Background: an optimization exercise with open tools, aiming at small area and a short achievable clock period. Do not read the settings as production practice.
In this exercise RTL edits were held to simulation tests only and were not proved equivalent to the original.

Setup of old:
==> flow/design.v (excerpt) <==
module CPU(
	input  reset                        ,
	input  clk                          ,
	output [31:0] imem_addr             ,
	input  [31:0] imem_data             ,
	output        dmem_re               ,
	output        dmem_we               ,
	output [31:0] dmem_addr             ,
	output [31:0] dmem_wdata            ,
	input  [31:0] dmem_rdata
);
Size in the first run: ~160 I/O pins, ~85,000 sq um of cells after synthesis.
export LEC_CHECK = 0
export CAP_MARGIN = 20
export CORE_MARGIN = 2
export CORE_UTILIZATION = 25
export PLACE_DENSITY = 0.33
export SLEW_MARGIN = 20
export SYNTH_HIERARCHICAL = 1
export SYNTH_MINIMUM_KEEP_SIZE = 0
create_clock -name core_clock -period 13.0 [get_ports {clk}]
run.sh (not shown) runs the stock make flow with config.mk's settings and CLKGATE_MAP_FILE= SYNTH_SCRIPT=/design/flow/synth_recipe.tcl, a recipe that flattens the netlist after the stock synthesis.
old: flow completed, timing, DRC and antenna clean
#### Input delta (new over old)
Settings: PLACE_DENSITY now 0.6, was 0.33; CORE_UTILIZATION now 50, was 25.
==> comparison <==
In new, final area is lower than in old. Last weighted congestion value of the routability-driven placer: new and old compared, higher one is new. Relative to old, new improves maximum clock skew at final layout. Cell count came out lower on new than on old. new vs old — hold slack rose 0.0054 ns. [compare] base=old new=new: routed wire length down 80,000 um, part of the cycle the worst path needs has decreased. Going from old to new, the relative slew slack was found to have gone down by 9.1 points.

---

CPU, a different RTL version from the one above (not shown whole).
Size in the first run: roughly 1,500 flip-flops, ~160 I/O pins.
export LEC_CHECK = 0
export CAP_MARGIN = 0
export CORE_MARGIN = 2
export CORE_UTILIZATION = 58
export CTS_BUF_LIST = sky130_fd_sc_hd__clkbuf_8
export CTS_CLUSTER_DIAMETER = 50
export CTS_CLUSTER_SIZE = 14
export PLACE_DENSITY = 0.7
export SLEW_MARGIN = 0
export SYNTH_HIERARCHICAL = 1
export SYNTH_MINIMUM_KEEP_SIZE = 0
create_clock -name core_clock -period 13.0 [get_ports {clk}]
standard.sh (not shown) runs the stock make flow with config.mk's settings and CLKGATE_MAP_FILE= SYNTH_SCRIPT=/design/flow/synth_recipe.tcl, a recipe that flattens the netlist after the stock synthesis.
==> flow/flow/run.sh <==
#!/bin/bash
# The standard layout (the standard.sh, with the standard synthesis), with
# two changes to how the layout is optimised; the clock period and the
# constraints are the design's:
# - a larger setup margin for the resizer's timing repair, so that it keeps
#   improving the critical paths beyond what the clock period requires;
# - the port buffers (every input and output still gets one) are buf_4
#   instead of the default clkdlybuf4s50_1 delay cell.
set -euo pipefail
export SETUP_SLACK_MARGIN=8
export BUFFER_PORTS_ARGS="-inputs -outputs -buffer_cell sky130_fd_sc_hd__buf_4"
bash standard.sh > standard_flow.log 2>&1
The starting point passed the timing, design-rule and antenna checks.
Next try:
--- a/flow/config.mk
+++ b/flow/config.mk
@@ -10 +10 @@
-export CORE_UTILIZATION = 58
+export CORE_UTILIZATION = 50
@@ -14 +14 @@
-export PLACE_DENSITY = 0.7
+export PLACE_DENSITY = 0.6
Wire length goes up by 3.8%.
Worst setup slack improves by 0.11 ns.
Cell count goes up by 3.8%.

---

## v6
CPU, a different RTL version from the one above (not shown whole).
Size: roughly 7000 cells after synthesis, about 85000 sq um of cells after synthesis.
Settings: LEC_CHECK=0, CAP_MARGIN=0, CORE_MARGIN=2, CORE_UTILIZATION=50, CTS_BUF_LIST=sky130_fd_sc_hd__clkbuf_8, CTS_CLUSTER_DIAMETER=50, CTS_CLUSTER_SIZE=14, PLACE_DENSITY=0.6, SLEW_MARGIN=0, SYNTH_HIERARCHICAL=1, SYNTH_MINIMUM_KEEP_SIZE=0; clock period 13.0 ns.
Scripts as last shown in full above: flow/flow/run.sh
v6 | status: complete | timing, DRC, antenna: pass
> inputs changed (v6 -> v7)
--- a/flow/flow/run.sh
+++ b/flow/flow/run.sh
@@ -8,5 +8,5 @@
 #   instead of the default clkdlybuf4s50_1 delay cell.
 set -euo pipefail
-export SETUP_SLACK_MARGIN=8
+export SETUP_SLACK_MARGIN=8.5
 export BUFFER_PORTS_ARGS="-inputs -outputs -buffer_cell sky130_fd_sc_hd__buf_4"
 bash standard.sh > standard_flow.log 2>&1
v7 vs. v6: achievable frequency roughly the same; clock period minus worst slack increased by 0.0037 ns relative to the old numbers.
Comparing v7 and v6, the lower first-iteration DRC count is on v6.
Comparing v7 with v6, the final cycle utilization of the critical path came out essentially unchanged.
Relative to v6, the first-pass GRT wire length of v7 is higher by 3.4%.
Summary of v7 over v6: area of all sequential standard cells comparable, met3 capacity usage during global routing now larger, hold path depth comparable.

what the ideal ports hide:
Ports are ideal in the flow. The routed layouts listed here were re-timed in OpenROAD. Step 1: set_driving_cell puts a clkbuf_16 on clk and a buf_2 on each other input, an assumption about the parent block. Step 2 also shifts input and output timing later by t, the mid clock arrival at the registers, as if the neighbouring blocks saw the same clock. Three values: ideal, step 1, step 2; two values: the first two.
run | shift t [ns] | setup WS [ns] | hold WS [ns] | cell pins on the clock port's net
old | 0.966 | 4.757 / 4.757 / 4.757 | 0.346 / 0.346 / 0.346 | 1
new | 0.899 | 4.918 / 4.918 / 4.918 | 0.351 / 0.351 / 0.351 | 1
the first run of note 2 | 1.030 | 7.870 / 7.870 / 6.899 | 0.348 / 0.348 / 0.348 | 1
the second run of note 2 | 1.034 | 7.978 / 7.978 / 7.070 | 0.354 / 0.354 / 0.354 | 1
v6 | 1.047 | 7.950 / 7.956 / 6.962 | 0.354 / 0.354 / 0.354 | 1
v7 | 1.051 | 7.947 / 7.947 / 7.192 | 0.357 / 0.357 / 0.357 | 1
After both steps setup and hold are still met in every run listed. The setup slack of v6, which loses most, moves by +0.006 ns with the drivers and by -0.988 ns with both steps.
